Context: an optimization exercise on an open-source flow, tuned for small area and a short achievable clock period. The choices shown serve that exercise and are no tape-out recipe. In this exercise RTL edits were held to simulation tests only and were not proved equivalent to the original. Power figures rest on the tool's default switching activity, not on a simulated workload.

File: flow/config.mk
export PLATFORM = sky130hd
export DESIGN_NAME = FIR_Top
export DESIGN_NICKNAME = FIR_Top
export VERILOG_FILES = /design/flow/design.v
export SDC_FILE = /design/flow/constraint.sdc
export NUM_CORES = 4
export LEC_CHECK = 0
export ABC_CLOCK_PERIOD_IN_PS = 1500
export CAP_MARGIN = 20
export CORE_MARGIN = 2
export CORE_UTILIZATION = 60
export SETUP_SLACK_MARGIN = 4.2
export SLEW_MARGIN = 20
export SYNTH_HIERARCHICAL = 1
export SYNTH_MINIMUM_KEEP_SIZE = 0
export TNS_END_PERCENT = 0
File: flow/constraint.sdc
create_clock -name core_clock -period 9.5 [get_ports {clk}]
set_input_delay 1.9000 -clock core_clock [delete_from_list [all_inputs] [get_ports {clk}]]
set_output_delay 1.9000 -clock core_clock [all_outputs]
set_load 0.01 [all_outputs]
File: flow/design.v
`timescale 1ns/1ps
module half_adder(input a,b,output sum,carry);
  assign sum = a ^ b;
  assign carry = a & b;
endmodule
`timescale 1ns/1ps
module full_adder( output sum,carry, input a,b,c);
  wire w1, w2, w3;
  half_adder HA1(.a(a), .b(b), .sum(w1), .carry(w2));
  half_adder HA2(.a(w1), .b(c), .sum(sum), .carry(w3));
  or or1(carry, w2, w3);
endmodule
`timescale 1ns/1ps
module RCA_16bit(output cout, output [15:0] sum, input [15:0] a, b);
    wire [14:0] c;
    full_adder F0(.a(a[0]), .b(b[0]), .c(1'b0), .sum(sum[0]), .carry(c[0]));
    full_adder F1(.a(a[1]), .b(b[1]), .c(c[0]), .sum(sum[1]), .carry(c[1]));
    full_adder F2(.a(a[2]), .b(b[2]), .c(c[1]), .sum(sum[2]), .carry(c[2]));
    full_adder F3(.a(a[3]), .b(b[3]), .c(c[2]), .sum(sum[3]), .carry(c[3]));
    full_adder F4(.a(a[4]), .b(b[4]), .c(c[3]), .sum(sum[4]), .carry(c[4]));
    full_adder F5(.a(a[5]), .b(b[5]), .c(c[4]), .sum(sum[5]), .carry(c[5]));
    full_adder F6(.a(a[6]), .b(b[6]), .c(c[5]), .sum(sum[6]), .carry(c[6]));
    full_adder F7(.a(a[7]), .b(b[7]), .c(c[6]), .sum(sum[7]), .carry(c[7]));
    full_adder F8(.a(a[8]), .b(b[8]), .c(c[7]), .sum(sum[8]), .carry(c[8]));
    full_adder F9(.a(a[9]), .b(b[9]), .c(c[8]), .sum(sum[9]), .carry(c[9]));
    full_adder F10(.a(a[10]), .b(b[10]), .c(c[9]), .sum(sum[10]), .carry(c[10]));
    full_adder F11(.a(a[11]), .b(b[11]), .c(c[10]), .sum(sum[11]), .carry(c[11]));
    full_adder F12(.a(a[12]), .b(b[12]), .c(c[11]), .sum(sum[12]), .carry(c[12]));
    full_adder F13(.a(a[13]), .b(b[13]), .c(c[12]), .sum(sum[13]), .carry(c[13]));
    full_adder F14(.a(a[14]), .b(b[14]), .c(c[13]), .sum(sum[14]), .carry(c[14]));
    full_adder F15(.a(a[15]), .b(b[15]), .c(c[14]), .sum(sum[15]), .carry(cout));
endmodule
`timescale 1ns/1ps
module d_ff(input clk,input [15:0]d,output reg [15:0]q);
  always@(posedge clk)
      q<=d;       
endmodule         
`timescale 1ns / 1ps
module Braun_Multiplier(
    input [7:0] a, b,
    output [15:0] p
);
    wire [15:0] sum_0, sum_1, sum_2, sum_3, sum_4, sum_5, sum_6, sum_7;
    wire [7:0] partial_product[7:0];
    genvar i, j;
    generate
        for (i = 0; i < 8; i = i + 1) begin
            for (j = 0; j < 8; j = j + 1) begin
                assign partial_product[i][j] = a[i] & b[j];   
            end
        end
    endgenerate
    assign sum_0 = {8'b0, partial_product[0]};
    assign sum_1 = {partial_product[1], 1'b0} + sum_0;
    assign sum_2 = {partial_product[2], 2'b0} + sum_1;
    assign sum_3 = {partial_product[3], 3'b0} + sum_2;
    assign sum_4 = {partial_product[4], 4'b0} + sum_3;
    assign sum_5 = {partial_product[5], 5'b0} + sum_4;
    assign sum_6 = {partial_product[6], 6'b0} + sum_5;
    assign sum_7 = {partial_product[7], 7'b0} + sum_6;
    assign p = sum_7;
endmodule
module FIR_Top(input clk, input [7:0] Xin, H0, H1, H2, output reg [15:0] Yout);
  reg [15:0] Q1;
  reg [15:0] Q2;
  wire a1 = ~(Xin[0] & H2[0]);
  wire a2 = ~(Xin[0] & H2[1]);
  wire a3 = ~(Xin[0] & H2[2]);
  wire a4 = ~(Xin[0] & H2[3]);
  wire a5 = ~(Xin[0] & H2[4]);
  wire a6 = ~(Xin[0] & H2[5]);
  wire a7 = ~(Xin[0] & H2[6]);
  wire a8 = ~(Xin[0] & H2[7]);
  wire a9 = ~(Xin[1] & H2[0]);
  wire a10 = ~(Xin[1] & H2[1]);
  wire a11 = ~(Xin[1] & H2[2]);
  wire a12 = ~(Xin[1] & H2[3]);
  wire a13 = ~(Xin[1] & H2[4]);
  wire a14 = ~(Xin[1] & H2[5]);
  wire a15 = ~(Xin[1] & H2[6]);
  wire a16 = ~(Xin[1] & H2[7]);
  wire a17 = ~(Xin[2] & H2[0]);
  wire a18 = ~(Xin[2] & H2[1]);
  wire a19 = ~(Xin[2] & H2[2]);
  wire a20 = ~(Xin[2] & H2[3]);
  wire a21 = ~(Xin[2] & H2[4]);
  wire a22 = ~(Xin[2] & H2[5]);
  wire a23 = ~(Xin[2] & H2[6]);
  wire a24 = ~(Xin[2] & H2[7]);
  wire a25 = ~(Xin[3] & H2[0]);
  wire a26 = ~(Xin[3] & H2[1]);
  wire a27 = ~(Xin[3] & H2[2]);
  wire a28 = ~(Xin[3] & H2[3]);
  wire a29 = ~(Xin[3] & H2[4]);
  wire a30 = ~(Xin[3] & H2[5]);
  wire a31 = ~(Xin[3] & H2[6]);
  wire a32 = ~(Xin[3] & H2[7]);
  wire a33 = ~(Xin[4] & H2[0]);
  wire a34 = ~(Xin[4] & H2[1]);
  wire a35 = ~(Xin[4] & H2[2]);
  wire a36 = ~(Xin[4] & H2[3]);
  wire a37 = ~(Xin[4] & H2[4]);
  wire a38 = ~(Xin[4] & H2[5]);
  wire a39 = ~(Xin[4] & H2[6]);
  wire a40 = ~(Xin[4] & H2[7]);
  wire a41 = ~(Xin[5] & H2[0]);
  wire a42 = ~(Xin[5] & H2[1]);
  wire a43 = ~(Xin[5] & H2[2]);
  wire a44 = ~(Xin[5] & H2[3]);
  wire a45 = ~(Xin[5] & H2[4]);
  wire a46 = ~(Xin[5] & H2[5]);
  wire a47 = ~(Xin[5] & H2[6]);
  wire a48 = ~(Xin[5] & H2[7]);
  wire a49 = ~(Xin[6] & H2[0]);
  wire a50 = ~(Xin[6] & H2[1]);
  wire a51 = ~(Xin[6] & H2[2]);
  wire a52 = ~(Xin[6] & H2[3]);
  wire a53 = ~(Xin[6] & H2[4]);
  wire a54 = ~(Xin[6] & H2[5]);
  wire a55 = ~(Xin[6] & H2[6]);
  wire a56 = ~(Xin[6] & H2[7]);
  wire a57 = ~(Xin[7] & H2[0]);
  wire a58 = ~(Xin[7] & H2[1]);
  wire a59 = ~(Xin[7] & H2[2]);
  wire a60 = ~(Xin[7] & H2[3]);
  wire a61 = ~(Xin[7] & H2[4]);
  wire a62 = ~(Xin[7] & H2[5]);
  wire a63 = ~(Xin[7] & H2[6]);
  wire a64 = ~(Xin[7] & H2[7]);
  wire s65;
  fir_xnor2 u65 (.a(a7), .b(a14), .y(s65));
  wire c66;
  fir_or2 u66 (.a(a7), .b(a14), .y(c66));
  wire s67, c67;
  fir_fa u67 (.a(a8), .b(a15), .c(a22), .s(s67), .co(c67));
  wire s68;
  fir_xnor2 u68 (.a(a29), .b(a36), .y(s68));
  wire c69;
  fir_or2 u69 (.a(a29), .b(a36), .y(c69));
  wire s70, c70;
  fir_fa u70 (.a(a16), .b(a23), .c(a30), .s(s70), .co(c70));
  wire s71;
  fir_xnor2 u71 (.a(a37), .b(a44), .y(s71));
  wire c72;
  fir_or2 u72 (.a(a37), .b(a44), .y(c72));
  wire s73, c73;
  fir_fa u73 (.a(a24), .b(a31), .c(a38), .s(s73), .co(c73));
  wire s74;
  fir_xnor2 u74 (.a(a5), .b(a12), .y(s74));
  wire c75;
  fir_or2 u75 (.a(a5), .b(a12), .y(c75));
  wire s76, c76;
  fir_fa u76 (.a(a6), .b(a13), .c(a20), .s(s76), .co(c76));
  wire s77;
  fir_xnor2 u77 (.a(a27), .b(a34), .y(s77));
  wire c78;
  fir_or2 u78 (.a(a27), .b(a34), .y(c78));
  wire s79, c79;
  fir_fa u79 (.a(a21), .b(a28), .c(a35), .s(s79), .co(c79));
  wire s80, c80;
  fir_fa u80 (.a(a42), .b(a49), .c(s65), .s(s80), .co(c80));
  wire s81, c81;
  fir_fa u81 (.a(a43), .b(a50), .c(a57), .s(s81), .co(c81));
  wire s82, c82;
  fir_fa u82 (.a(c66), .b(s68), .c(s67), .s(s82), .co(c82));
  wire s83, c83;
  fir_fa u83 (.a(a51), .b(a58), .c(c69), .s(s83), .co(c83));
  wire s84, c84;
  fir_fa u84 (.a(s71), .b(c67), .c(s70), .s(s84), .co(c84));
  wire s85, c85;
  fir_fa u85 (.a(a45), .b(a52), .c(a59), .s(s85), .co(c85));
  wire s86, c86;
  fir_fa u86 (.a(c72), .b(c70), .c(s73), .s(s86), .co(c86));
  wire s87, c87;
  fir_fa u87 (.a(a32), .b(a39), .c(a46), .s(s87), .co(c87));
  wire s88, c88;
  fir_fa u88 (.a(a53), .b(a60), .c(c73), .s(s88), .co(c88));
  wire s89, c89;
  fir_fa u89 (.a(a40), .b(a47), .c(a54), .s(s89), .co(c89));
  wire s90;
  fir_xnor2 u90 (.a(a4), .b(a11), .y(s90));
  wire c91;
  fir_or2 u91 (.a(a4), .b(a11), .y(c91));
  wire s92, c92;
  fir_fa u92 (.a(a19), .b(a26), .c(a33), .s(s92), .co(c92));
  wire s93, c93;
  fir_fa u93 (.a(a41), .b(c75), .c(s77), .s(s93), .co(c93));
  wire s94, c94;
  fir_fa u94 (.a(c78), .b(c76), .c(s79), .s(s94), .co(c94));
  wire s95, c95;
  fir_fa u95 (.a(c79), .b(s81), .c(c80), .s(s95), .co(c95));
  wire s96, c96;
  fir_fa u96 (.a(c81), .b(s83), .c(c82), .s(s96), .co(c96));
  wire s97, c97;
  fir_fa u97 (.a(s85), .b(c83), .c(c84), .s(s97), .co(c97));
  wire s98, c98;
  fir_fa u98 (.a(c85), .b(s87), .c(c86), .s(s98), .co(c98));
  wire s99, c99;
  fir_fa u99 (.a(a61), .b(c87), .c(s89), .s(s99), .co(c99));
  wire s100, c100;
  fir_fa u100 (.a(a48), .b(a55), .c(a62), .s(s100), .co(c100));
  wire s101;
  fir_xnor2 u101 (.a(a3), .b(a10), .y(s101));
  wire c102;
  fir_or2 u102 (.a(a3), .b(a10), .y(c102));
  wire s103, c103;
  fir_fa u103 (.a(a18), .b(a25), .c(s90), .s(s103), .co(c103));
  wire s104, c104;
  fir_fa u104 (.a(c91), .b(s74), .c(s92), .s(s104), .co(c104));
  wire s105, c105;
  fir_fa u105 (.a(c92), .b(s76), .c(s93), .s(s105), .co(c105));
  wire s106, c106;
  fir_fa u106 (.a(c93), .b(s80), .c(s94), .s(s106), .co(c106));
  wire s107, c107;
  fir_fa u107 (.a(c94), .b(s82), .c(s95), .s(s107), .co(c107));
  wire s108, c108;
  fir_fa u108 (.a(s84), .b(c95), .c(s96), .s(s108), .co(c108));
  wire s109, c109;
  fir_fa u109 (.a(s86), .b(c96), .c(s97), .s(s109), .co(c109));
  wire s110, c110;
  fir_fa u110 (.a(s88), .b(c97), .c(s98), .s(s110), .co(c110));
  wire s111, c111;
  fir_fa u111 (.a(c88), .b(s99), .c(c98), .s(s111), .co(c111));
  wire s112, c112;
  fir_fa u112 (.a(c89), .b(s100), .c(c99), .s(s112), .co(c112));
  wire s113, c113;
  fir_fa u113 (.a(a56), .b(a63), .c(c100), .s(s113), .co(c113));
  wire p114;
  fir_xor2 u114 (.a(a2), .b(a9), .y(p114));
  wire g115;
  fir_nor2 u115 (.a(a2), .b(a9), .y(g115));
  wire p116;
  fir_xor2 u116 (.a(s101), .b(a17), .y(p116));
  wire g117;
  fir_nor2 u117 (.a(s101), .b(a17), .y(g117));
  wire p118;
  fir_xor2 u118 (.a(c102), .b(s103), .y(p118));
  wire g119;
  fir_nor2 u119 (.a(c102), .b(s103), .y(g119));
  wire p120;
  fir_xor2 u120 (.a(c103), .b(s104), .y(p120));
  wire g121;
  fir_nor2 u121 (.a(c103), .b(s104), .y(g121));
  wire p122;
  fir_xor2 u122 (.a(c104), .b(s105), .y(p122));
  wire g123;
  fir_nor2 u123 (.a(c104), .b(s105), .y(g123));
  wire p124;
  fir_xor2 u124 (.a(c105), .b(s106), .y(p124));
  wire g125;
  fir_nor2 u125 (.a(c105), .b(s106), .y(g125));
  wire p126;
  fir_xor2 u126 (.a(c106), .b(s107), .y(p126));
  wire g127;
  fir_nor2 u127 (.a(c106), .b(s107), .y(g127));
  wire p128;
  fir_xor2 u128 (.a(c107), .b(s108), .y(p128));
  wire g129;
  fir_nor2 u129 (.a(c107), .b(s108), .y(g129));
  wire p130;
  fir_xor2 u130 (.a(c108), .b(s109), .y(p130));
  wire g131;
  fir_nor2 u131 (.a(c108), .b(s109), .y(g131));
  wire p132;
  fir_xor2 u132 (.a(c109), .b(s110), .y(p132));
  wire g133;
  fir_nor2 u133 (.a(c109), .b(s110), .y(g133));
  wire p134;
  fir_xor2 u134 (.a(c110), .b(s111), .y(p134));
  wire g135;
  fir_nor2 u135 (.a(c110), .b(s111), .y(g135));
  wire p136;
  fir_xor2 u136 (.a(c111), .b(s112), .y(p136));
  wire g137;
  fir_nor2 u137 (.a(c111), .b(s112), .y(g137));
  wire p138;
  fir_xor2 u138 (.a(c112), .b(s113), .y(p138));
  wire g139;
  fir_nor2 u139 (.a(c112), .b(s113), .y(g139));
  wire p140;
  fir_xor2 u140 (.a(c113), .b(a64), .y(p140));
  wire g141;
  fir_nor2 u141 (.a(c113), .b(a64), .y(g141));
  wire G142 = g115 | (p114 & 1'b0);
  wire P143 = p114 & ~a1;
  wire G144 = g119 | (p118 & g117);
  wire P145 = p118 & p116;
  wire G146 = g123 | (p122 & g121);
  wire P147 = p122 & p120;
  wire G148 = g127 | (p126 & g125);
  wire P149 = p126 & p124;
  wire G150 = g131 | (p130 & g129);
  wire P151 = p130 & p128;
  wire G152 = g135 | (p134 & g133);
  wire P153 = p134 & p132;
  wire G154 = g139 | (p138 & g137);
  wire P155 = p138 & p136;
  wire G156 = 1'b0 | (1'b0 & g141);
  wire P157 = 1'b0 & p140;
  wire G158 = g117 | (p116 & G142);
  wire P159 = p116 & P143;
  wire G160 = G144 | (P145 & G142);
  wire P161 = P145 & P143;
  wire G162 = g125 | (p124 & G146);
  wire P163 = p124 & P147;
  wire G164 = G148 | (P149 & G146);
  wire P165 = P149 & P147;
  wire G166 = g133 | (p132 & G150);
  wire P167 = p132 & P151;
  wire G168 = G152 | (P153 & G150);
  wire P169 = P153 & P151;
  wire G170 = g141 | (p140 & G154);
  wire P171 = p140 & P155;
  wire G172 = G156 | (P157 & G154);
  wire P173 = P157 & P155;
  wire G174 = g121 | (p120 & G160);
  wire P175 = p120 & P161;
  wire G176 = G146 | (P147 & G160);
  wire P177 = P147 & P161;
  wire G178 = G162 | (P163 & G160);
  wire P179 = P163 & P161;
  wire G180 = G164 | (P165 & G160);
  wire P181 = P165 & P161;
  wire G182 = g137 | (p136 & G168);
  wire P183 = p136 & P169;
  wire G184 = G154 | (P155 & G168);
  wire P185 = P155 & P169;
  wire G186 = G170 | (P171 & G168);
  wire P187 = P171 & P169;
  wire G188 = G172 | (P173 & G168);
  wire P189 = P173 & P169;
  wire G190 = g129 | (p128 & G180);
  wire P191 = p128 & P181;
  wire G192 = G150 | (P151 & G180);
  wire P193 = P151 & P181;
  wire G194 = G166 | (P167 & G180);
  wire P195 = P167 & P181;
  wire G196 = G168 | (P169 & G180);
  wire P197 = P169 & P181;
  wire G198 = G182 | (P183 & G180);
  wire P199 = P183 & P181;
  wire G200 = G184 | (P185 & G180);
  wire P201 = P185 & P181;
  wire G202 = G186 | (P187 & G180);
  wire P203 = P187 & P181;
  wire G204 = G188 | (P189 & G180);
  wire P205 = P189 & P181;
  wire y206 = ~(~a1);
  wire y207 = ~(p114);
  wire y208;
  fir_xnor2 u208 (.a(p116), .b(G142), .y(y208));
  wire y209;
  fir_xnor2 u209 (.a(p118), .b(G158), .y(y209));
  wire y210;
  fir_xnor2 u210 (.a(p120), .b(G160), .y(y210));
  wire y211;
  fir_xnor2 u211 (.a(p122), .b(G174), .y(y211));
  wire y212;
  fir_xnor2 u212 (.a(p124), .b(G176), .y(y212));
  wire y213;
  fir_xnor2 u213 (.a(p126), .b(G178), .y(y213));
  wire y214;
  fir_xnor2 u214 (.a(p128), .b(G180), .y(y214));
  wire y215;
  fir_xnor2 u215 (.a(p130), .b(G190), .y(y215));
  wire y216;
  fir_xnor2 u216 (.a(p132), .b(G192), .y(y216));
  wire y217;
  fir_xnor2 u217 (.a(p134), .b(G194), .y(y217));
  wire y218;
  fir_xnor2 u218 (.a(p136), .b(G196), .y(y218));
  wire y219;
  fir_xnor2 u219 (.a(p138), .b(G198), .y(y219));
  wire y220;
  fir_xnor2 u220 (.a(p140), .b(G200), .y(y220));
  wire y221;
  fir_xnor2 u221 (.a(1'b0), .b(G202), .y(y221));
  wire a222 = ~(Xin[0] & H1[0]);
  wire a223 = ~(Xin[0] & H1[1]);
  wire a224 = ~(Xin[0] & H1[2]);
  wire a225 = ~(Xin[0] & H1[3]);
  wire a226 = ~(Xin[0] & H1[4]);
  wire a227 = ~(Xin[0] & H1[5]);
  wire a228 = ~(Xin[0] & H1[6]);
  wire a229 = ~(Xin[0] & H1[7]);
  wire a230 = ~(Xin[1] & H1[0]);
  wire a231 = ~(Xin[1] & H1[1]);
  wire a232 = ~(Xin[1] & H1[2]);
  wire a233 = ~(Xin[1] & H1[3]);
  wire a234 = ~(Xin[1] & H1[4]);
  wire a235 = ~(Xin[1] & H1[5]);
  wire a236 = ~(Xin[1] & H1[6]);
  wire a237 = ~(Xin[1] & H1[7]);
  wire a238 = ~(Xin[2] & H1[0]);
  wire a239 = ~(Xin[2] & H1[1]);
  wire a240 = ~(Xin[2] & H1[2]);
  wire a241 = ~(Xin[2] & H1[3]);
  wire a242 = ~(Xin[2] & H1[4]);
  wire a243 = ~(Xin[2] & H1[5]);
  wire a244 = ~(Xin[2] & H1[6]);
  wire a245 = ~(Xin[2] & H1[7]);
  wire a246 = ~(Xin[3] & H1[0]);
  wire a247 = ~(Xin[3] & H1[1]);
  wire a248 = ~(Xin[3] & H1[2]);
  wire a249 = ~(Xin[3] & H1[3]);
  wire a250 = ~(Xin[3] & H1[4]);
  wire a251 = ~(Xin[3] & H1[5]);
  wire a252 = ~(Xin[3] & H1[6]);
  wire a253 = ~(Xin[3] & H1[7]);
  wire a254 = ~(Xin[4] & H1[0]);
  wire a255 = ~(Xin[4] & H1[1]);
  wire a256 = ~(Xin[4] & H1[2]);
  wire a257 = ~(Xin[4] & H1[3]);
  wire a258 = ~(Xin[4] & H1[4]);
  wire a259 = ~(Xin[4] & H1[5]);
  wire a260 = ~(Xin[4] & H1[6]);
  wire a261 = ~(Xin[4] & H1[7]);
  wire a262 = ~(Xin[5] & H1[0]);
  wire a263 = ~(Xin[5] & H1[1]);
  wire a264 = ~(Xin[5] & H1[2]);
  wire a265 = ~(Xin[5] & H1[3]);
  wire a266 = ~(Xin[5] & H1[4]);
  wire a267 = ~(Xin[5] & H1[5]);
  wire a268 = ~(Xin[5] & H1[6]);
  wire a269 = ~(Xin[5] & H1[7]);
  wire a270 = ~(Xin[6] & H1[0]);
  wire a271 = ~(Xin[6] & H1[1]);
  wire a272 = ~(Xin[6] & H1[2]);
  wire a273 = ~(Xin[6] & H1[3]);
  wire a274 = ~(Xin[6] & H1[4]);
  wire a275 = ~(Xin[6] & H1[5]);
  wire a276 = ~(Xin[6] & H1[6]);
  wire a277 = ~(Xin[6] & H1[7]);
  wire a278 = ~(Xin[7] & H1[0]);
  wire a279 = ~(Xin[7] & H1[1]);
  wire a280 = ~(Xin[7] & H1[2]);
  wire a281 = ~(Xin[7] & H1[3]);
  wire a282 = ~(Xin[7] & H1[4]);
  wire a283 = ~(Xin[7] & H1[5]);
  wire a284 = ~(Xin[7] & H1[6]);
  wire a285 = ~(Xin[7] & H1[7]);
  wire s286;
  fir_xnor2 u286 (.a(Q1[5]), .b(a227), .y(s286));
  wire c287;
  fir_or2 u287 (.a(Q1[5]), .b(a227), .y(c287));
  wire s288, c288;
  fir_fa u288 (.a(Q1[6]), .b(a228), .c(a235), .s(s288), .co(c288));
  wire s289;
  fir_xnor2 u289 (.a(a242), .b(a249), .y(s289));
  wire c290;
  fir_or2 u290 (.a(a242), .b(a249), .y(c290));
  wire s291, c291;
  fir_fa u291 (.a(Q1[7]), .b(a229), .c(a236), .s(s291), .co(c291));
  wire s292, c292;
  fir_fa u292 (.a(a243), .b(a250), .c(a257), .s(s292), .co(c292));
  wire s293;
  fir_xnor2 u293 (.a(a264), .b(a271), .y(s293));
  wire c294;
  fir_or2 u294 (.a(a264), .b(a271), .y(c294));
  wire s295, c295;
  fir_fa u295 (.a(Q1[8]), .b(a237), .c(a244), .s(s295), .co(c295));
  wire s296, c296;
  fir_fa u296 (.a(a251), .b(a258), .c(a265), .s(s296), .co(c296));
  wire s297;
  fir_xnor2 u297 (.a(a272), .b(a279), .y(s297));
  wire c298;
  fir_or2 u298 (.a(a272), .b(a279), .y(c298));
  wire s299, c299;
  fir_fa u299 (.a(Q1[9]), .b(a245), .c(a252), .s(s299), .co(c299));
  wire s300, c300;
  fir_fa u300 (.a(a259), .b(a266), .c(a273), .s(s300), .co(c300));
  wire s301, c301;
  fir_fa u301 (.a(Q1[10]), .b(a253), .c(a260), .s(s301), .co(c301));
  wire s302;
  fir_xnor2 u302 (.a(Q1[3]), .b(a225), .y(s302));
  wire c303;
  fir_or2 u303 (.a(Q1[3]), .b(a225), .y(c303));
  wire s304, c304;
  fir_fa u304 (.a(Q1[4]), .b(a226), .c(a233), .s(s304), .co(c304));
  wire s305;
  fir_xnor2 u305 (.a(a240), .b(a247), .y(s305));
  wire c306;
  fir_or2 u306 (.a(a240), .b(a247), .y(c306));
  wire s307, c307;
  fir_fa u307 (.a(a234), .b(a241), .c(a248), .s(s307), .co(c307));
  wire s308, c308;
  fir_fa u308 (.a(a255), .b(a262), .c(s286), .s(s308), .co(c308));
  wire s309, c309;
  fir_fa u309 (.a(a256), .b(a263), .c(a270), .s(s309), .co(c309));
  wire s310, c310;
  fir_fa u310 (.a(c287), .b(s289), .c(s288), .s(s310), .co(c310));
  wire s311, c311;
  fir_fa u311 (.a(a278), .b(c290), .c(s293), .s(s311), .co(c311));
  wire s312, c312;
  fir_fa u312 (.a(c288), .b(s291), .c(s292), .s(s312), .co(c312));
  wire s313, c313;
  fir_fa u313 (.a(c294), .b(s297), .c(c291), .s(s313), .co(c313));
  wire s314, c314;
  fir_fa u314 (.a(c292), .b(s295), .c(s296), .s(s314), .co(c314));
  wire s315, c315;
  fir_fa u315 (.a(a280), .b(c298), .c(c295), .s(s315), .co(c315));
  wire s316, c316;
  fir_fa u316 (.a(c296), .b(s299), .c(s300), .s(s316), .co(c316));
  wire s317, c317;
  fir_fa u317 (.a(a267), .b(a274), .c(a281), .s(s317), .co(c317));
  wire s318, c318;
  fir_fa u318 (.a(c299), .b(c300), .c(s301), .s(s318), .co(c318));
  wire s319, c319;
  fir_fa u319 (.a(Q1[11]), .b(a261), .c(a268), .s(s319), .co(c319));
  wire s320, c320;
  fir_fa u320 (.a(a275), .b(a282), .c(c301), .s(s320), .co(c320));
  wire s321, c321;
  fir_fa u321 (.a(Q1[12]), .b(a269), .c(a276), .s(s321), .co(c321));
  wire s322;
  fir_xnor2 u322 (.a(Q1[2]), .b(a224), .y(s322));
  wire c323;
  fir_or2 u323 (.a(Q1[2]), .b(a224), .y(c323));
  wire s324, c324;
  fir_fa u324 (.a(a232), .b(a239), .c(a246), .s(s324), .co(c324));
  wire s325, c325;
  fir_fa u325 (.a(a254), .b(c303), .c(s305), .s(s325), .co(c325));
  wire s326, c326;
  fir_fa u326 (.a(c306), .b(c304), .c(s307), .s(s326), .co(c326));
  wire s327, c327;
  fir_fa u327 (.a(c307), .b(s309), .c(c308), .s(s327), .co(c327));
  wire s328, c328;
  fir_fa u328 (.a(c309), .b(s311), .c(c310), .s(s328), .co(c328));
  wire s329, c329;
  fir_fa u329 (.a(c311), .b(c312), .c(s313), .s(s329), .co(c329));
  wire s330, c330;
  fir_fa u330 (.a(c313), .b(c314), .c(s315), .s(s330), .co(c330));
  wire s331, c331;
  fir_fa u331 (.a(s317), .b(c315), .c(c316), .s(s331), .co(c331));
  wire s332, c332;
  fir_fa u332 (.a(c317), .b(s319), .c(c318), .s(s332), .co(c332));
  wire s333, c333;
  fir_fa u333 (.a(a283), .b(c319), .c(s321), .s(s333), .co(c333));
  wire s334, c334;
  fir_fa u334 (.a(Q1[13]), .b(a277), .c(a284), .s(s334), .co(c334));
  wire s335;
  fir_xnor2 u335 (.a(Q1[1]), .b(a223), .y(s335));
  wire c336;
  fir_or2 u336 (.a(Q1[1]), .b(a223), .y(c336));
  wire s337, c337;
  fir_fa u337 (.a(a231), .b(a238), .c(s322), .s(s337), .co(c337));
  wire s338, c338;
  fir_fa u338 (.a(c323), .b(s302), .c(s324), .s(s338), .co(c338));
  wire s339, c339;
  fir_fa u339 (.a(c324), .b(s304), .c(s325), .s(s339), .co(c339));
  wire s340, c340;
  fir_fa u340 (.a(c325), .b(s308), .c(s326), .s(s340), .co(c340));
  wire s341, c341;
  fir_fa u341 (.a(c326), .b(s310), .c(s327), .s(s341), .co(c341));
  wire s342, c342;
  fir_fa u342 (.a(s312), .b(c327), .c(s328), .s(s342), .co(c342));
  wire s343, c343;
  fir_fa u343 (.a(s314), .b(c328), .c(s329), .s(s343), .co(c343));
  wire s344, c344;
  fir_fa u344 (.a(s316), .b(c329), .c(s330), .s(s344), .co(c344));
  wire s345, c345;
  fir_fa u345 (.a(s318), .b(c330), .c(s331), .s(s345), .co(c345));
  wire s346, c346;
  fir_fa u346 (.a(s320), .b(c331), .c(s332), .s(s346), .co(c346));
  wire s347, c347;
  fir_fa u347 (.a(c320), .b(s333), .c(c332), .s(s347), .co(c347));
  wire s348, c348;
  fir_fa u348 (.a(c321), .b(s334), .c(c333), .s(s348), .co(c348));
  wire s349, c349;
  fir_fa u349 (.a(Q1[14]), .b(a285), .c(c334), .s(s349), .co(c349));
  wire p350;
  fir_xor2 u350 (.a(Q1[0]), .b(a222), .y(p350));
  wire g351;
  fir_nor2 u351 (.a(Q1[0]), .b(a222), .y(g351));
  wire p352;
  fir_xor2 u352 (.a(s335), .b(a230), .y(p352));
  wire g353;
  fir_nor2 u353 (.a(s335), .b(a230), .y(g353));
  wire p354;
  fir_xor2 u354 (.a(c336), .b(s337), .y(p354));
  wire g355;
  fir_nor2 u355 (.a(c336), .b(s337), .y(g355));
  wire p356;
  fir_xor2 u356 (.a(c337), .b(s338), .y(p356));
  wire g357;
  fir_nor2 u357 (.a(c337), .b(s338), .y(g357));
  wire p358;
  fir_xor2 u358 (.a(c338), .b(s339), .y(p358));
  wire g359;
  fir_nor2 u359 (.a(c338), .b(s339), .y(g359));
  wire p360;
  fir_xor2 u360 (.a(c339), .b(s340), .y(p360));
  wire g361;
  fir_nor2 u361 (.a(c339), .b(s340), .y(g361));
  wire p362;
  fir_xor2 u362 (.a(c340), .b(s341), .y(p362));
  wire g363;
  fir_nor2 u363 (.a(c340), .b(s341), .y(g363));
  wire p364;
  fir_xor2 u364 (.a(c341), .b(s342), .y(p364));
  wire g365;
  fir_nor2 u365 (.a(c341), .b(s342), .y(g365));
  wire p366;
  fir_xor2 u366 (.a(c342), .b(s343), .y(p366));
  wire g367;
  fir_nor2 u367 (.a(c342), .b(s343), .y(g367));
  wire p368;
  fir_xor2 u368 (.a(c343), .b(s344), .y(p368));
  wire g369;
  fir_nor2 u369 (.a(c343), .b(s344), .y(g369));
  wire p370;
  fir_xor2 u370 (.a(c344), .b(s345), .y(p370));
  wire g371;
  fir_nor2 u371 (.a(c344), .b(s345), .y(g371));
  wire p372;
  fir_xor2 u372 (.a(c345), .b(s346), .y(p372));
  wire g373;
  fir_nor2 u373 (.a(c345), .b(s346), .y(g373));
  wire p374;
  fir_xor2 u374 (.a(c346), .b(s347), .y(p374));
  wire g375;
  fir_nor2 u375 (.a(c346), .b(s347), .y(g375));
  wire p376;
  fir_xor2 u376 (.a(c347), .b(s348), .y(p376));
  wire g377;
  fir_nor2 u377 (.a(c347), .b(s348), .y(g377));
  wire p378;
  fir_xor2 u378 (.a(c348), .b(s349), .y(p378));
  wire g379;
  fir_nor2 u379 (.a(c348), .b(s349), .y(g379));
  wire p380;
  fir_xor2 u380 (.a(c349), .b(Q1[15]), .y(p380));
  wire g381;
  fir_nor2 u381 (.a(c349), .b(Q1[15]), .y(g381));
  wire G382 = g353 | (p352 & g351);
  wire P383 = p352 & p350;
  wire G384 = g357 | (p356 & g355);
  wire P385 = p356 & p354;
  wire G386 = g361 | (p360 & g359);
  wire P387 = p360 & p358;
  wire G388 = g365 | (p364 & g363);
  wire P389 = p364 & p362;
  wire G390 = g369 | (p368 & g367);
  wire P391 = p368 & p366;
  wire G392 = g373 | (p372 & g371);
  wire P393 = p372 & p370;
  wire G394 = g377 | (p376 & g375);
  wire P395 = p376 & p374;
  wire G396 = g381 | (p380 & g379);
  wire P397 = p380 & p378;
  wire G398 = g355 | (p354 & G382);
  wire P399 = p354 & P383;
  wire G400 = G384 | (P385 & G382);
  wire P401 = P385 & P383;
  wire G402 = g363 | (p362 & G386);
  wire P403 = p362 & P387;
  wire G404 = G388 | (P389 & G386);
  wire P405 = P389 & P387;
  wire G406 = g371 | (p370 & G390);
  wire P407 = p370 & P391;
  wire G408 = G392 | (P393 & G390);
  wire P409 = P393 & P391;
  wire G410 = g379 | (p378 & G394);
  wire P411 = p378 & P395;
  wire G412 = G396 | (P397 & G394);
  wire P413 = P397 & P395;
  wire G414 = g359 | (p358 & G400);
  wire P415 = p358 & P401;
  wire G416 = G386 | (P387 & G400);
  wire P417 = P387 & P401;
  wire G418 = G402 | (P403 & G400);
  wire P419 = P403 & P401;
  wire G420 = G404 | (P405 & G400);
  wire P421 = P405 & P401;
  wire G422 = g375 | (p374 & G408);
  wire P423 = p374 & P409;
  wire G424 = G394 | (P395 & G408);
  wire P425 = P395 & P409;
  wire G426 = G410 | (P411 & G408);
  wire P427 = P411 & P409;
  wire G428 = G412 | (P413 & G408);
  wire P429 = P413 & P409;
  wire G430 = g367 | (p366 & G420);
  wire P431 = p366 & P421;
  wire G432 = G390 | (P391 & G420);
  wire P433 = P391 & P421;
  wire G434 = G406 | (P407 & G420);
  wire P435 = P407 & P421;
  wire G436 = G408 | (P409 & G420);
  wire P437 = P409 & P421;
  wire G438 = G422 | (P423 & G420);
  wire P439 = P423 & P421;
  wire G440 = G424 | (P425 & G420);
  wire P441 = P425 & P421;
  wire G442 = G426 | (P427 & G420);
  wire P443 = P427 & P421;
  wire G444 = G428 | (P429 & G420);
  wire P445 = P429 & P421;
  wire y446 = ~(p350);
  wire y447;
  fir_xnor2 u447 (.a(p352), .b(g351), .y(y447));
  wire y448;
  fir_xnor2 u448 (.a(p354), .b(G382), .y(y448));
  wire y449;
  fir_xnor2 u449 (.a(p356), .b(G398), .y(y449));
  wire y450;
  fir_xnor2 u450 (.a(p358), .b(G400), .y(y450));
  wire y451;
  fir_xnor2 u451 (.a(p360), .b(G414), .y(y451));
  wire y452;
  fir_xnor2 u452 (.a(p362), .b(G416), .y(y452));
  wire y453;
  fir_xnor2 u453 (.a(p364), .b(G418), .y(y453));
  wire y454;
  fir_xnor2 u454 (.a(p366), .b(G420), .y(y454));
  wire y455;
  fir_xnor2 u455 (.a(p368), .b(G430), .y(y455));
  wire y456;
  fir_xnor2 u456 (.a(p370), .b(G432), .y(y456));
  wire y457;
  fir_xnor2 u457 (.a(p372), .b(G434), .y(y457));
  wire y458;
  fir_xnor2 u458 (.a(p374), .b(G436), .y(y458));
  wire y459;
  fir_xnor2 u459 (.a(p376), .b(G438), .y(y459));
  wire y460;
  fir_xnor2 u460 (.a(p378), .b(G440), .y(y460));
  wire y461;
  fir_xnor2 u461 (.a(p380), .b(G442), .y(y461));
  wire a462 = ~(Xin[0] & H0[0]);
  wire a463 = ~(Xin[0] & H0[1]);
  wire a464 = ~(Xin[0] & H0[2]);
  wire a465 = ~(Xin[0] & H0[3]);
  wire a466 = ~(Xin[0] & H0[4]);
  wire a467 = ~(Xin[0] & H0[5]);
  wire a468 = ~(Xin[0] & H0[6]);
  wire a469 = ~(Xin[0] & H0[7]);
  wire a470 = ~(Xin[1] & H0[0]);
  wire a471 = ~(Xin[1] & H0[1]);
  wire a472 = ~(Xin[1] & H0[2]);
  wire a473 = ~(Xin[1] & H0[3]);
  wire a474 = ~(Xin[1] & H0[4]);
  wire a475 = ~(Xin[1] & H0[5]);
  wire a476 = ~(Xin[1] & H0[6]);
  wire a477 = ~(Xin[1] & H0[7]);
  wire a478 = ~(Xin[2] & H0[0]);
  wire a479 = ~(Xin[2] & H0[1]);
  wire a480 = ~(Xin[2] & H0[2]);
  wire a481 = ~(Xin[2] & H0[3]);
  wire a482 = ~(Xin[2] & H0[4]);
  wire a483 = ~(Xin[2] & H0[5]);
  wire a484 = ~(Xin[2] & H0[6]);
  wire a485 = ~(Xin[2] & H0[7]);
  wire a486 = ~(Xin[3] & H0[0]);
  wire a487 = ~(Xin[3] & H0[1]);
  wire a488 = ~(Xin[3] & H0[2]);
  wire a489 = ~(Xin[3] & H0[3]);
  wire a490 = ~(Xin[3] & H0[4]);
  wire a491 = ~(Xin[3] & H0[5]);
  wire a492 = ~(Xin[3] & H0[6]);
  wire a493 = ~(Xin[3] & H0[7]);
  wire a494 = ~(Xin[4] & H0[0]);
  wire a495 = ~(Xin[4] & H0[1]);
  wire a496 = ~(Xin[4] & H0[2]);
  wire a497 = ~(Xin[4] & H0[3]);
  wire a498 = ~(Xin[4] & H0[4]);
  wire a499 = ~(Xin[4] & H0[5]);
  wire a500 = ~(Xin[4] & H0[6]);
  wire a501 = ~(Xin[4] & H0[7]);
  wire a502 = ~(Xin[5] & H0[0]);
  wire a503 = ~(Xin[5] & H0[1]);
  wire a504 = ~(Xin[5] & H0[2]);
  wire a505 = ~(Xin[5] & H0[3]);
  wire a506 = ~(Xin[5] & H0[4]);
  wire a507 = ~(Xin[5] & H0[5]);
  wire a508 = ~(Xin[5] & H0[6]);
  wire a509 = ~(Xin[5] & H0[7]);
  wire a510 = ~(Xin[6] & H0[0]);
  wire a511 = ~(Xin[6] & H0[1]);
  wire a512 = ~(Xin[6] & H0[2]);
  wire a513 = ~(Xin[6] & H0[3]);
  wire a514 = ~(Xin[6] & H0[4]);
  wire a515 = ~(Xin[6] & H0[5]);
  wire a516 = ~(Xin[6] & H0[6]);
  wire a517 = ~(Xin[6] & H0[7]);
  wire a518 = ~(Xin[7] & H0[0]);
  wire a519 = ~(Xin[7] & H0[1]);
  wire a520 = ~(Xin[7] & H0[2]);
  wire a521 = ~(Xin[7] & H0[3]);
  wire a522 = ~(Xin[7] & H0[4]);
  wire a523 = ~(Xin[7] & H0[5]);
  wire a524 = ~(Xin[7] & H0[6]);
  wire a525 = ~(Xin[7] & H0[7]);
  wire s526;
  fir_xnor2 u526 (.a(Q2[5]), .b(a467), .y(s526));
  wire c527;
  fir_or2 u527 (.a(Q2[5]), .b(a467), .y(c527));
  wire s528, c528;
  fir_fa u528 (.a(Q2[6]), .b(a468), .c(a475), .s(s528), .co(c528));
  wire s529;
  fir_xnor2 u529 (.a(a482), .b(a489), .y(s529));
  wire c530;
  fir_or2 u530 (.a(a482), .b(a489), .y(c530));
  wire s531, c531;
  fir_fa u531 (.a(Q2[7]), .b(a469), .c(a476), .s(s531), .co(c531));
  wire s532, c532;
  fir_fa u532 (.a(a483), .b(a490), .c(a497), .s(s532), .co(c532));
  wire s533;
  fir_xnor2 u533 (.a(a504), .b(a511), .y(s533));
  wire c534;
  fir_or2 u534 (.a(a504), .b(a511), .y(c534));
  wire s535, c535;
  fir_fa u535 (.a(Q2[8]), .b(a477), .c(a484), .s(s535), .co(c535));
  wire s536, c536;
  fir_fa u536 (.a(a491), .b(a498), .c(a505), .s(s536), .co(c536));
  wire s537;
  fir_xnor2 u537 (.a(a512), .b(a519), .y(s537));
  wire c538;
  fir_or2 u538 (.a(a512), .b(a519), .y(c538));
  wire s539, c539;
  fir_fa u539 (.a(Q2[9]), .b(a485), .c(a492), .s(s539), .co(c539));
  wire s540, c540;
  fir_fa u540 (.a(a499), .b(a506), .c(a513), .s(s540), .co(c540));
  wire s541, c541;
  fir_fa u541 (.a(Q2[10]), .b(a493), .c(a500), .s(s541), .co(c541));
  wire s542;
  fir_xnor2 u542 (.a(Q2[3]), .b(a465), .y(s542));
  wire c543;
  fir_or2 u543 (.a(Q2[3]), .b(a465), .y(c543));
  wire s544, c544;
  fir_fa u544 (.a(Q2[4]), .b(a466), .c(a473), .s(s544), .co(c544));
  wire s545;
  fir_xnor2 u545 (.a(a480), .b(a487), .y(s545));
  wire c546;
  fir_or2 u546 (.a(a480), .b(a487), .y(c546));
  wire s547, c547;
  fir_fa u547 (.a(a474), .b(a481), .c(a488), .s(s547), .co(c547));
  wire s548, c548;
  fir_fa u548 (.a(a495), .b(a502), .c(s526), .s(s548), .co(c548));
  wire s549, c549;
  fir_fa u549 (.a(a496), .b(a503), .c(a510), .s(s549), .co(c549));
  wire s550, c550;
  fir_fa u550 (.a(c527), .b(s529), .c(s528), .s(s550), .co(c550));
  wire s551, c551;
  fir_fa u551 (.a(a518), .b(c530), .c(s533), .s(s551), .co(c551));
  wire s552, c552;
  fir_fa u552 (.a(c528), .b(s531), .c(s532), .s(s552), .co(c552));
  wire s553, c553;
  fir_fa u553 (.a(c534), .b(s537), .c(c531), .s(s553), .co(c553));
  wire s554, c554;
  fir_fa u554 (.a(c532), .b(s535), .c(s536), .s(s554), .co(c554));
  wire s555, c555;
  fir_fa u555 (.a(a520), .b(c538), .c(c535), .s(s555), .co(c555));
  wire s556, c556;
  fir_fa u556 (.a(c536), .b(s539), .c(s540), .s(s556), .co(c556));
  wire s557, c557;
  fir_fa u557 (.a(a507), .b(a514), .c(a521), .s(s557), .co(c557));
  wire s558, c558;
  fir_fa u558 (.a(c539), .b(c540), .c(s541), .s(s558), .co(c558));
  wire s559, c559;
  fir_fa u559 (.a(Q2[11]), .b(a501), .c(a508), .s(s559), .co(c559));
  wire s560, c560;
  fir_fa u560 (.a(a515), .b(a522), .c(c541), .s(s560), .co(c560));
  wire s561, c561;
  fir_fa u561 (.a(Q2[12]), .b(a509), .c(a516), .s(s561), .co(c561));
  wire s562;
  fir_xnor2 u562 (.a(Q2[2]), .b(a464), .y(s562));
  wire c563;
  fir_or2 u563 (.a(Q2[2]), .b(a464), .y(c563));
  wire s564, c564;
  fir_fa u564 (.a(a472), .b(a479), .c(a486), .s(s564), .co(c564));
  wire s565, c565;
  fir_fa u565 (.a(a494), .b(c543), .c(s545), .s(s565), .co(c565));
  wire s566, c566;
  fir_fa u566 (.a(c546), .b(c544), .c(s547), .s(s566), .co(c566));
  wire s567, c567;
  fir_fa u567 (.a(c547), .b(s549), .c(c548), .s(s567), .co(c567));
  wire s568, c568;
  fir_fa u568 (.a(c549), .b(s551), .c(c550), .s(s568), .co(c568));
  wire s569, c569;
  fir_fa u569 (.a(c551), .b(c552), .c(s553), .s(s569), .co(c569));
  wire s570, c570;
  fir_fa u570 (.a(c553), .b(c554), .c(s555), .s(s570), .co(c570));
  wire s571, c571;
  fir_fa u571 (.a(s557), .b(c555), .c(c556), .s(s571), .co(c571));
  wire s572, c572;
  fir_fa u572 (.a(c557), .b(s559), .c(c558), .s(s572), .co(c572));
  wire s573, c573;
  fir_fa u573 (.a(a523), .b(c559), .c(s561), .s(s573), .co(c573));
  wire s574, c574;
  fir_fa u574 (.a(Q2[13]), .b(a517), .c(a524), .s(s574), .co(c574));
  wire s575;
  fir_xnor2 u575 (.a(Q2[1]), .b(a463), .y(s575));
  wire c576;
  fir_or2 u576 (.a(Q2[1]), .b(a463), .y(c576));
  wire s577, c577;
  fir_fa u577 (.a(a471), .b(a478), .c(s562), .s(s577), .co(c577));
  wire s578, c578;
  fir_fa u578 (.a(c563), .b(s542), .c(s564), .s(s578), .co(c578));
  wire s579, c579;
  fir_fa u579 (.a(c564), .b(s544), .c(s565), .s(s579), .co(c579));
  wire s580, c580;
  fir_fa u580 (.a(c565), .b(s548), .c(s566), .s(s580), .co(c580));
  wire s581, c581;
  fir_fa u581 (.a(c566), .b(s550), .c(s567), .s(s581), .co(c581));
  wire s582, c582;
  fir_fa u582 (.a(s552), .b(c567), .c(s568), .s(s582), .co(c582));
  wire s583, c583;
  fir_fa u583 (.a(s554), .b(c568), .c(s569), .s(s583), .co(c583));
  wire s584, c584;
  fir_fa u584 (.a(s556), .b(c569), .c(s570), .s(s584), .co(c584));
  wire s585, c585;
  fir_fa u585 (.a(s558), .b(c570), .c(s571), .s(s585), .co(c585));
  wire s586, c586;
  fir_fa u586 (.a(s560), .b(c571), .c(s572), .s(s586), .co(c586));
  wire s587, c587;
  fir_fa u587 (.a(c560), .b(s573), .c(c572), .s(s587), .co(c587));
  wire s588, c588;
  fir_fa u588 (.a(c561), .b(s574), .c(c573), .s(s588), .co(c588));
  wire s589, c589;
  fir_fa u589 (.a(Q2[14]), .b(a525), .c(c574), .s(s589), .co(c589));
  wire p590;
  fir_xor2 u590 (.a(Q2[0]), .b(a462), .y(p590));
  wire g591;
  fir_nor2 u591 (.a(Q2[0]), .b(a462), .y(g591));
  wire p592;
  fir_xor2 u592 (.a(s575), .b(a470), .y(p592));
  wire g593;
  fir_nor2 u593 (.a(s575), .b(a470), .y(g593));
  wire p594;
  fir_xor2 u594 (.a(c576), .b(s577), .y(p594));
  wire g595;
  fir_nor2 u595 (.a(c576), .b(s577), .y(g595));
  wire p596;
  fir_xor2 u596 (.a(c577), .b(s578), .y(p596));
  wire g597;
  fir_nor2 u597 (.a(c577), .b(s578), .y(g597));
  wire p598;
  fir_xor2 u598 (.a(c578), .b(s579), .y(p598));
  wire g599;
  fir_nor2 u599 (.a(c578), .b(s579), .y(g599));
  wire p600;
  fir_xor2 u600 (.a(c579), .b(s580), .y(p600));
  wire g601;
  fir_nor2 u601 (.a(c579), .b(s580), .y(g601));
  wire p602;
  fir_xor2 u602 (.a(c580), .b(s581), .y(p602));
  wire g603;
  fir_nor2 u603 (.a(c580), .b(s581), .y(g603));
  wire p604;
  fir_xor2 u604 (.a(c581), .b(s582), .y(p604));
  wire g605;
  fir_nor2 u605 (.a(c581), .b(s582), .y(g605));
  wire p606;
  fir_xor2 u606 (.a(c582), .b(s583), .y(p606));
  wire g607;
  fir_nor2 u607 (.a(c582), .b(s583), .y(g607));
  wire p608;
  fir_xor2 u608 (.a(c583), .b(s584), .y(p608));
  wire g609;
  fir_nor2 u609 (.a(c583), .b(s584), .y(g609));
  wire p610;
  fir_xor2 u610 (.a(c584), .b(s585), .y(p610));
  wire g611;
  fir_nor2 u611 (.a(c584), .b(s585), .y(g611));
  wire p612;
  fir_xor2 u612 (.a(c585), .b(s586), .y(p612));
  wire g613;
  fir_nor2 u613 (.a(c585), .b(s586), .y(g613));
  wire p614;
  fir_xor2 u614 (.a(c586), .b(s587), .y(p614));
  wire g615;
  fir_nor2 u615 (.a(c586), .b(s587), .y(g615));
  wire p616;
  fir_xor2 u616 (.a(c587), .b(s588), .y(p616));
  wire g617;
  fir_nor2 u617 (.a(c587), .b(s588), .y(g617));
  wire p618;
  fir_xor2 u618 (.a(c588), .b(s589), .y(p618));
  wire g619;
  fir_nor2 u619 (.a(c588), .b(s589), .y(g619));
  wire p620;
  fir_xor2 u620 (.a(c589), .b(Q2[15]), .y(p620));
  wire g621;
  fir_nor2 u621 (.a(c589), .b(Q2[15]), .y(g621));
  wire G622 = g593 | (p592 & g591);
  wire P623 = p592 & p590;
  wire G624 = g597 | (p596 & g595);
  wire P625 = p596 & p594;
  wire G626 = g601 | (p600 & g599);
  wire P627 = p600 & p598;
  wire G628 = g605 | (p604 & g603);
  wire P629 = p604 & p602;
  wire G630 = g609 | (p608 & g607);
  wire P631 = p608 & p606;
  wire G632 = g613 | (p612 & g611);
  wire P633 = p612 & p610;
  wire G634 = g617 | (p616 & g615);
  wire P635 = p616 & p614;
  wire G636 = g621 | (p620 & g619);
  wire P637 = p620 & p618;
  wire G638 = g595 | (p594 & G622);
  wire P639 = p594 & P623;
  wire G640 = G624 | (P625 & G622);
  wire P641 = P625 & P623;
  wire G642 = g603 | (p602 & G626);
  wire P643 = p602 & P627;
  wire G644 = G628 | (P629 & G626);
  wire P645 = P629 & P627;
  wire G646 = g611 | (p610 & G630);
  wire P647 = p610 & P631;
  wire G648 = G632 | (P633 & G630);
  wire P649 = P633 & P631;
  wire G650 = g619 | (p618 & G634);
  wire P651 = p618 & P635;
  wire G652 = G636 | (P637 & G634);
  wire P653 = P637 & P635;
  wire G654 = g599 | (p598 & G640);
  wire P655 = p598 & P641;
  wire G656 = G626 | (P627 & G640);
  wire P657 = P627 & P641;
  wire G658 = G642 | (P643 & G640);
  wire P659 = P643 & P641;
  wire G660 = G644 | (P645 & G640);
  wire P661 = P645 & P641;
  wire G662 = g615 | (p614 & G648);
  wire P663 = p614 & P649;
  wire G664 = G634 | (P635 & G648);
  wire P665 = P635 & P649;
  wire G666 = G650 | (P651 & G648);
  wire P667 = P651 & P649;
  wire G668 = G652 | (P653 & G648);
  wire P669 = P653 & P649;
  wire G670 = g607 | (p606 & G660);
  wire P671 = p606 & P661;
  wire G672 = G630 | (P631 & G660);
  wire P673 = P631 & P661;
  wire G674 = G646 | (P647 & G660);
  wire P675 = P647 & P661;
  wire G676 = G648 | (P649 & G660);
  wire P677 = P649 & P661;
  wire G678 = G662 | (P663 & G660);
  wire P679 = P663 & P661;
  wire G680 = G664 | (P665 & G660);
  wire P681 = P665 & P661;
  wire G682 = G666 | (P667 & G660);
  wire P683 = P667 & P661;
  wire G684 = G668 | (P669 & G660);
  wire P685 = P669 & P661;
  wire y686 = (p590);
  wire y687;
  fir_xor2 u687 (.a(p592), .b(g591), .y(y687));
  wire y688;
  fir_xor2 u688 (.a(p594), .b(G622), .y(y688));
  wire y689;
  fir_xor2 u689 (.a(p596), .b(G638), .y(y689));
  wire y690;
  fir_xor2 u690 (.a(p598), .b(G640), .y(y690));
  wire y691;
  fir_xor2 u691 (.a(p600), .b(G654), .y(y691));
  wire y692;
  fir_xor2 u692 (.a(p602), .b(G656), .y(y692));
  wire y693;
  fir_xor2 u693 (.a(p604), .b(G658), .y(y693));
  wire y694;
  fir_xor2 u694 (.a(p606), .b(G660), .y(y694));
  wire y695;
  fir_xor2 u695 (.a(p608), .b(G670), .y(y695));
  wire y696;
  fir_xor2 u696 (.a(p610), .b(G672), .y(y696));
  wire y697;
  fir_xor2 u697 (.a(p612), .b(G674), .y(y697));
  wire y698;
  fir_xor2 u698 (.a(p614), .b(G676), .y(y698));
  wire y699;
  fir_xor2 u699 (.a(p616), .b(G678), .y(y699));
  wire y700;
  fir_xor2 u700 (.a(p618), .b(G680), .y(y700));
  wire y701;
  fir_xor2 u701 (.a(p620), .b(G682), .y(y701));
  always @(posedge clk) begin
    Q1 <= {y221, y220, y219, y218, y217, y216, y215, y214, y213, y212, y211, y210, y209, y208, y207, y206};
    Q2 <= {y461, y460, y459, y458, y457, y456, y455, y454, y453, y452, y451, y450, y449, y448, y447, y446};
    Yout <= {y701, y700, y699, y698, y697, y696, y695, y694, y693, y692, y691, y690, y689, y688, y687, y686};
  end
endmodule
module fir_fa(input a, b, c, output s, co);
  assign s = a ^ b ^ c;
  assign co = (a & b) | (a & c) | (b & c);
endmodule
module fir_nor2(input a, b, output y);
  assign y = ~(a | b);
endmodule
module fir_or2(input a, b, output y);
  assign y = a | b;
endmodule
module fir_xnor2(input a, b, output y);
  assign y = ~(a ^ b);
endmodule
module fir_xor2(input a, b, output y);
  assign y = a ^ b;
endmodule
File: flow/flow/run.sh
#!/bin/bash
# Own flow: the standard layout (standard.sh, unchanged synthesis and steps),
# with the port buffers that global placement inserts made as the smallest
# plain buffer instead of the default; repair then upsizes them where timing needs it.
set -euo pipefail
export BUFFER_PORTS_ARGS="-buffer_cell sky130_fd_sc_hd__buf_1"
bash standard.sh > standard_make.log 2>&1
File: flow/standard.sh
#!/bin/bash
# synth_recipe.tcl (not shown) runs the flow's synth.tcl, then flattens the netlist and writes it again
# the make line also repeats each setting of config.mk as NAME=value (left out here)
make -C /OpenROAD-flow-scripts/flow DESIGN_CONFIG=/design/flow/config.mk WORK_HOME=/design/flow/orfs CLKGATE_MAP_FILE= SYNTH_SCRIPT=/design/flow/synth_recipe.tcl "${@:-finish}"
==> results of run 1 <==
==> synthesized netlist by cell type, drive strengths merged <==
| master | count |
|---|---|
| fa | 131 |
| o2111ai | 1 |
| xor2 | 61 |
| conb | 1 |
| o21a | 3 |
| o21bai | 3 |
| nand4 | 2 |
| o31ai | 2 |
| a21o | 22 |
| dfxtp | 48 |
| a21bo | 2 |
| nand2 | 199 |
| buf | 16 |
| nor3 | 7 |
| nor2b | 4 |
| or2 | 24 |
| a31o | 1 |
| or3 | 2 |
| a211oi | 1 |
| inv | 2 |
| a21oi | 22 |
| nand3 | 9 |
| nor2 | 56 |
| nand2b | 2 |
| clkbuf | 24 |
| o21ai | 7 |
| and4 | 2 |
| xnor2 | 52 |
==> layout make-up <==
class | count | area, µm² | area share [%]
clock buffer | 6 | 72.6 | 1.04
clock inverter | 1 | 5.00 | 0.0719
inverter | 2 | 7.51 | 0.108
multi-input combinational | 616 | 5410 | 77.7
sequential | 48 | 961 | 13.8
tap | 136 | 170 | 2.44
timing repair buffer | 54 | 335 | 4.82
==> cells by family after synthesis <==
family / count (synthesis) / synth area share, %
other cells: 1 / 0.0580
xor+xnor: 113 / 15.3
simple gates: 307 / 19.8
compound gates: 64 / 6.96
flops: 48 / 14.9
buf+inv: 42 / 2.44
fa+ha+maj: 131 / 40.5
==> routing by layer <==
metal / part of all wire, % / vias to the layer above / global-route usage [%]
li1: - / 2228 / -
met1: 46 / 2387 / 36.7
met2: 49 / 105 / 41.2
met3: 4.5 / 12 / 3.75
met4: 0.84 / 0 / 5.77
met5: 0 / - / 0
==> worst max-delay path by stage <==
stage	slack, ns	endpoint	cells after the start
2_1_floorplan	4.21	Yout[10]$_DFF_P_	12
3_5_place_dp	3.14	Yout[15]$_DFF_P_	12
4_1_cts	4.20	Yout[15]$_DFF_P_	13
5_1_grt	4.17	Q1[15]$_DFF_P_	12
3_3_place_gp	3.31	Yout[14]$_DFF_P_	12
6_report	4.35	Q2[10]$_DFF_P_	12
==> repair_timing <==
action,in CTS,in global routing
pin swaps,0,3
setup endpoints to repair,25,16
cloned,0,2
resized for setup,22,36
==> flip-flops by register name, summed over array words and instances, names as in the netlist <==
signal / flops
Q1: 16
Yout: 16
Q2: 16
==> per-module statistics from Yosys (local to each module, per instance) <==
module	cell area (µm²)	flip-flops and latches
fir_fa	20.0	0
fir_xor2	8.76	0
fir_xnor2	8.76	0
fir_nor2	3.75	0
FIR_Top	2550	48
fir_or2	6.26	0
==> power by group through the flow <==
stage / Sequential (µW) / Combinational (µW) / Clock (µW)
after floorplan: 403 / 1720 / 0
after global placement: 394 / 2030 / 0
after global routing: 402 / 2460 / 137
after detailed placement: 394 / 2070 / 0
after CTS: 391 / 2110 / 130
final: 388 / 2160 / 125
==> metrics by stage <==
stage	total power, µW	setup slack [ns]	hold slack (ns)	cells	cell area (µm²)
finish	2670	4.35	0.457	863	6960
global route	3000	4.17	0.490	863	6960
CTS	2630	4.20	0.455	861	6800
detailed placement	2470	3.14	0.442	854	6700
global placement	2430	3.31	0.445	854	6700
floorplan	2120	4.21	0.428	706	6470
==> metrics.md, run 1 <==
| Metric | Value |
|---|---|
| Area grow syn2layout | 7.64% |
| Synth top area share | 40.5% |
| Fin crit share | 54.2% |
| Sw Ratio | 48.4% |
| Worst EP arrival | 5.38 ns |
| Maximum vdd drop | 346 µV |
| Via density | 5.48 |
| Cts bufs inserted | 5 |
| Crit-path cells | buf_4 > nand2_1 > fa_1 > fa_1 > fa_1 > fa_1 > xor2_1 > a21oi_1 > nor2b_1 > or3_4 > a21o_1 > xnor2_1 |
| Worst Path Max Fanout | 24 |
| CTS Buffer Depth | 2 |
| Setup CP Type | in -> reg |
| Detailed Route Iter0 Violations | 223 |
| R2R depth | 10 |
| Critical path data required time | 9.73 ns |
| Clock transition at the registers of the reported paths | 0.09 ns |
| Distinct cells, synth | 31 |
| Top Family by Delay on Critical Path | adder cells |
| P_leak | 0.00263 µW |
| Detail Placement HPWL | 9.88 mm |
| Antenna cell count | 0 |
| CTS HTree Levels | 2 |
| Largest net degree at the start of global routing | 25 |
| Top cell type by total area after synthesis | fa_1 |
| Num ports | 49 |
| Syn_nets | 870 |
| P_int | 1380 µW |
| Global-route usage over all layers | 25.5% |
| Root Buffer | clkbuf_8 |
| Pwr/cell area | 383 nW/µm² |
| Crit path from | Xin[0] |
| First-pass iteration count of the detailed router | 5 |
| Die Area | 11600 µm² |
| Worst r2r src | Q1[6]$_DFF_P_ |
| Register area share after synthesis | 14.9% |
| Initial antenna violation count | 0 |
| MaxCap Viol Count | 0 |
| Hold WC Path Type | reg -> reg |
| Avg WL per Cell | 15.1 µm |
| Ratio of cells with drive above 1 in the final layout | 7.29% |
| Most common cell on crit path | fa_1 |
| Die H | 108 µm |
| CTS tree | built |
| Final Hold Viols | 0 |
| Core Area | 10400 µm² |
| Die span in x | 108 µm |
| Most common cell after layout, fill and taps aside | nand2_1 |
| First-pass GRT wire length | 23.4 mm |
| Worst Skew | 0.00761 ns |
| Psw | 1290 µW |
| Hold Path Sink | Yout[0]$_DFF_P_ |
| Clock share of power | 4.7% |
| Crit. End Element | register |
| Slowest CP cell | fa_1 |
| Seq pwr share | 14.5% |
| # setup viols final | 0 |
| Remaining global-route overflow | 0 |
| Syn Area/Cell | 9.16 µm² |
| Row count | 37 |
| Synth Register Bits | 48 |
| Final Core Density | 66.8% |
| Post-route DRC | 0 |
| Min Clock Period, post-route | 5.15 ns |
| Most frequent cells in the layout | nand2_1 (199), fa_1 (129), xor2_1 (57), nor2_1 (56), xnor2_1 (52) |
| Routed wire length | 13.1 mm |
| Net count reported at finish | 891 |
| Initial cell density of the core | 62.1% |
| Routability cong. | 0.788 |
| Hold depth | 1 |
| Worst-Skew Late Latency | 0.32 ns |
| Setup TNS | 0 ns |
| Hold_buf cts | 0 |
| Mapped Area | 6470 µm² |
| Top area cells in the synthesized netlist | fa_1 (41%), dfxtp_1 (15%), nand2_1 (12%), xor2_1 (8.3%), xnor2_1 (7.0%) |
| Comb pwr share | 80.8% |
| Port bufs | 48 |
| Synth warn | 7 |
| Setup Fix Bufs, Post-CTS | 0 |
| Fmax | 194 MHz |
| RSZ-0062 raised after global routing | true |
| Startpoint types | input pin |
| Critical Path Max Stage Delay | 0.53 ns |
| CTS sink cnt | 48 |
| Syn Inst Count | 706 |
| Filler cells | 891 |
| Crit path buf inv count | 1 |
| Post-route antenna net violation count | 0 |
| Worst reg-to-reg setup slack | 6.00 ns |
| Status | no timing/DRC/antenna violations |
| R2r endpoint | Q2[10]$_DFF_P_ |
| Via count | 4732 |
| Final count of pins violating max slew | 0 |
| Hold path start | Q2[0]$_DFF_P_ |
| Vias in the first global route | 5040 |
==> run 2: changes to the inputs <==
--- a/flow/config.mk
+++ b/flow/config.mk
@@ -5,7 +5,7 @@
 export SDC_FILE = /design/flow/constraint.sdc
 export NUM_CORES = 4
 export LEC_CHECK = 0
-export ABC_CLOCK_PERIOD_IN_PS = 1500
+export ABC_CLOCK_PERIOD_IN_PS = 3000
 export CAP_MARGIN = 20
 export CORE_MARGIN = 2
 export CORE_UTILIZATION = 60
==> metrics.md, run 2 <==
| Metric | Value |
|---|---|
| Registers with the most flip-flops | Q1 (16), Q2 (16), Yout (16) |
| Via count | 4732 (unchanged) |
| Final Hold Viols | 0 (unchanged) |
| Count leader, synth | nand2_1 |
| Register area share after synthesis | 14.9% (unchanged) |
| Synth cell count leaders | nand2_1 (199), fa_1 (131), xor2_1 (61) |
| Status | no timing/DRC/antenna violations |
| Most common cell after layout, fill and taps aside | nand2_1 |
| Vias in the first global route | 5040 (unchanged) |
| Largest net degree at the start of global routing | 25 (unchanged) |
| Die Area | 11600 µm² (unchanged) |
| Detail Placement HPWL | 9.88 mm (unchanged) |
| Synth Register Bits | 48 (unchanged) |
| Core Area | 10400 µm² (unchanged) |
| Worst reg-to-reg setup slack | 6.00 ns (about the same) |
| Avg WL per Cell | 15.1 µm (unchanged) |
| Crit path buf inv count | 1 (unchanged) |
| Num ports | 49 (unchanged) |
| Synth Area in XOR/XNOR | 15.3% (unchanged) |
| Routed wire length | 13.1 mm (unchanged) |
| Combinational family with the most area after synthesis | adder cells |
| Row count | 37 (unchanged) |
| Routability cong. | 0.788 (unchanged) |
| Main synth FF type | dfxtp_1 |
| Area share of fa/ha/maj cells after synthesis | 40.5% (unchanged) |
| Post-synthesis mux area share | 0% (unchanged) |
| Crit. End Element | register |
| Final count of pins violating max slew | 0 (unchanged) |
| Worst Skew | 0.00761 ns (unchanged) |
| Crit-path cells | buf_4 > nand2_1 > fa_1 > fa_1 > fa_1 > fa_1 > xor2_1 > a21oi_1 > nor2b_1 > or3_4 > a21o_1 > xnor2_1 |
| Post-synth EDFFs | 0 (unchanged) |
| Total power | 2670 µW (unchanged) |
| Worst Path Max Fanout | 24 (unchanged) |
| Antenna cell count | 0 (unchanged) |
| Die H | 108 µm (unchanged) |
| Ratio of cells with drive above 1 in the final layout | 7.29% (unchanged) |
| Area grow syn2layout | 7.64% (unchanged) |
| Root Buffer | clkbuf_8 |
| Top Family by Delay on Critical Path | adder cells |
| CTS sink cnt | 48 (unchanged) |
| Cts bufs inserted | 5 (unchanged) |
| Post-synthesis simple-gate area fraction | 19.8% (unchanged) |
| Pwr/cell area | 383 nW/µm² (unchanged) |
| Synth top area share | 40.5% (unchanged) |
| Remaining global-route overflow | 0 (unchanged) |
| CTS tree | built |
| Setup CP Type | in -> reg |
| Mapped Area | 6470 µm² (unchanged) |
| Slowest CP cell | fa_1 |
| Critical Path Max Stage Delay | 0.53 ns (about the same) |
| Maximum vdd drop | 346 µV (unchanged) |
| Post-route DRC | 0 (unchanged) |
| MaxCap Viol Count | 0 (unchanged) |
| Global-route usage over all layers | 25.5% (unchanged) |
| Asr flop ratio synth | 0% (unchanged) |
| Clock transition at the registers of the reported paths | 0.09 ns (about the same) |
| Design area | 6960 µm² (unchanged) |
| Final setup margin | 4.35 ns (unchanged) |
| Net count reported at finish | 891 (unchanged) |
| Die span in x | 108 µm (unchanged) |
| CTS Buffer Depth | 2 (unchanged) |
| CTS HTree Levels | 2 (unchanged) |
| Syn Inst Count | 706 (unchanged) |
| Syn_nets | 870 (unchanged) |
| First-pass GRT wire length | 23.4 mm (unchanged) |
| # setup viols final | 0 (unchanged) |
| Dpl ws | 3.14 ns (unchanged) |
| First-pass iteration count of the detailed router | 5 (unchanged) |
| Fin crit share | 54.2% (unchanged) |
| Initial cell density of the core | 62.1% (unchanged) |
| Setup TNS | 0 ns (unchanged) |
| Worst-Skew Late Latency | 0.32 ns (about the same) |
| Startpoint types | input pin |
| Post-route antenna net violation count | 0 (unchanged) |
| Most frequent cells in the layout | nand2_1 (199), fa_1 (129), xor2_1 (57), nor2_1 (56), xnor2_1 (52) |
| Top area cells in the synthesized netlist | fa_1 (41%), dfxtp_1 (15%), nand2_1 (12%), xor2_1 (8.3%), xnor2_1 (7.0%) |
| Worst EP arrival | 5.38 ns (about the same) |
| Distinct cells, synth | 31 (unchanged) |
| Most common cell on crit path | fa_1 |
| RSZ-0062 raised after global routing | true |
| Fmax | 194 MHz (unchanged) |
| Filler cells | 891 (unchanged) |
| Initial antenna violation count | 0 (unchanged) |
| Syn Area/Cell | 9.16 µm² (unchanged) |
| Detailed Route Iter0 Violations | 223 (unchanged) |
| Critical path data required time | 9.73 ns (about the same) |
| Via density | 5.48 (unchanged) |
| Compound-gate portion of the synthesized area | 6.96% (unchanged) |
| Post-Layout Cell Count | 863 (unchanged) |
| Synth warn | 7 (unchanged) |
| Hold WC Path Type | reg -> reg |
| Min Clock Period, post-route | 5.15 ns (unchanged) |
| P_leak | 0.00263 µW (unchanged) |
| Setup Fix Bufs, Post-CTS | 0 (unchanged) |
| Post-DP Area | 6700 µm² (unchanged) |
| Top cell type by total area after synthesis | fa_1 |
| Placed Instances | 854 (unchanged) |
| Port bufs | 48 (unchanged) |
[run 2: cell type report]
| type | instances | area [µm²] | area share (%) |
|---|---|---|---|
| clock buffers | 6 | 72.6 | 1.04 |
| multi-input cells | 616 | 5410 | 77.7 |
| well taps | 136 | 170 | 2.44 |
| clock inverters | 1 | 5.00 | 0.0719 |
| flip-flops and latches | 48 | 961 | 13.8 |
| repair buffers | 54 | 335 | 4.82 |
| inverters | 2 | 7.51 | 0.108 |
[run 2: logic make-up after synthesis]
group / Yosys count
xor+xnor: 113
simple gates: 307
fa+ha+maj: 131
compound gates: 64
other cells: 1
flops: 48
buf+inv: 42
[run 2: metal layers]
metal  vias up  GRT usage (%)  routed length, µm
met1      2387           36.7               6030
met4         0           5.77                110
met2       105           41.2               6330
li1       2228              -                  -
met3        12           3.75                582
met5         -              0                  0
[run 2: final timing paths]
path | from | end | cells after the start
setup / recovery | Xin[0] | Q2[10]$_DFF_P_ | 12
hold reg to reg | Q2[0]$_DFF_P_ | Yout[0]$_DFF_P_ | 1
setup reg to reg | Q1[6]$_DFF_P_ | Q2[10]$_DFF_P_ | 10
hold / removal | Q2[0]$_DFF_P_ | Yout[0]$_DFF_P_ | 1
[run 2: what timing repair did]
action / CTS / global route
hold buffers: 0 / 0
endpoints found under the setup margin: 25 / 16
gates resized for setup: 22 / 36
cloned: 0 / 2
pin swaps: 0 / 3
[run 2: through the flow]
step | util [%] | hold slack, ns
detailed placement | 64.3 | 0.442
finish | 66.8 | 0.457
global route | 66.8 | 0.490
floorplan | - | 0.428
global placement | 64.3 | 0.445
CTS | 65.3 | 0.455
[run 2: per-module statistics from Yosys, one instance, submodules excluded]
module,cell area (µm²),cells inside
FIR_Top,2550,395
fir_nor2,3.75,1
fir_xor2,8.76,1
fir_fa,20.0,1
fir_xnor2,8.76,1
fir_or2,6.26,1
[run 2: report_power, final]
| part | internal [µW] | leakage [µW] | switching, µW |
|---|---|---|---|
| registers | 341 | 0.000405 | 46.6 |
| clock network | 50.4 | 0.0000410 | 74.4 |
| logic | 984 | 0.00219 | 1170 |

Setup slack of run 2, layout unchanged: 4.351 ns with ideal ports, 4.363 ns with driving cells assumed (clock clkbuf_16, inputs buf_2), 4.017 ns with port delays also shifted by the 0.346 ns mid clock arrival.
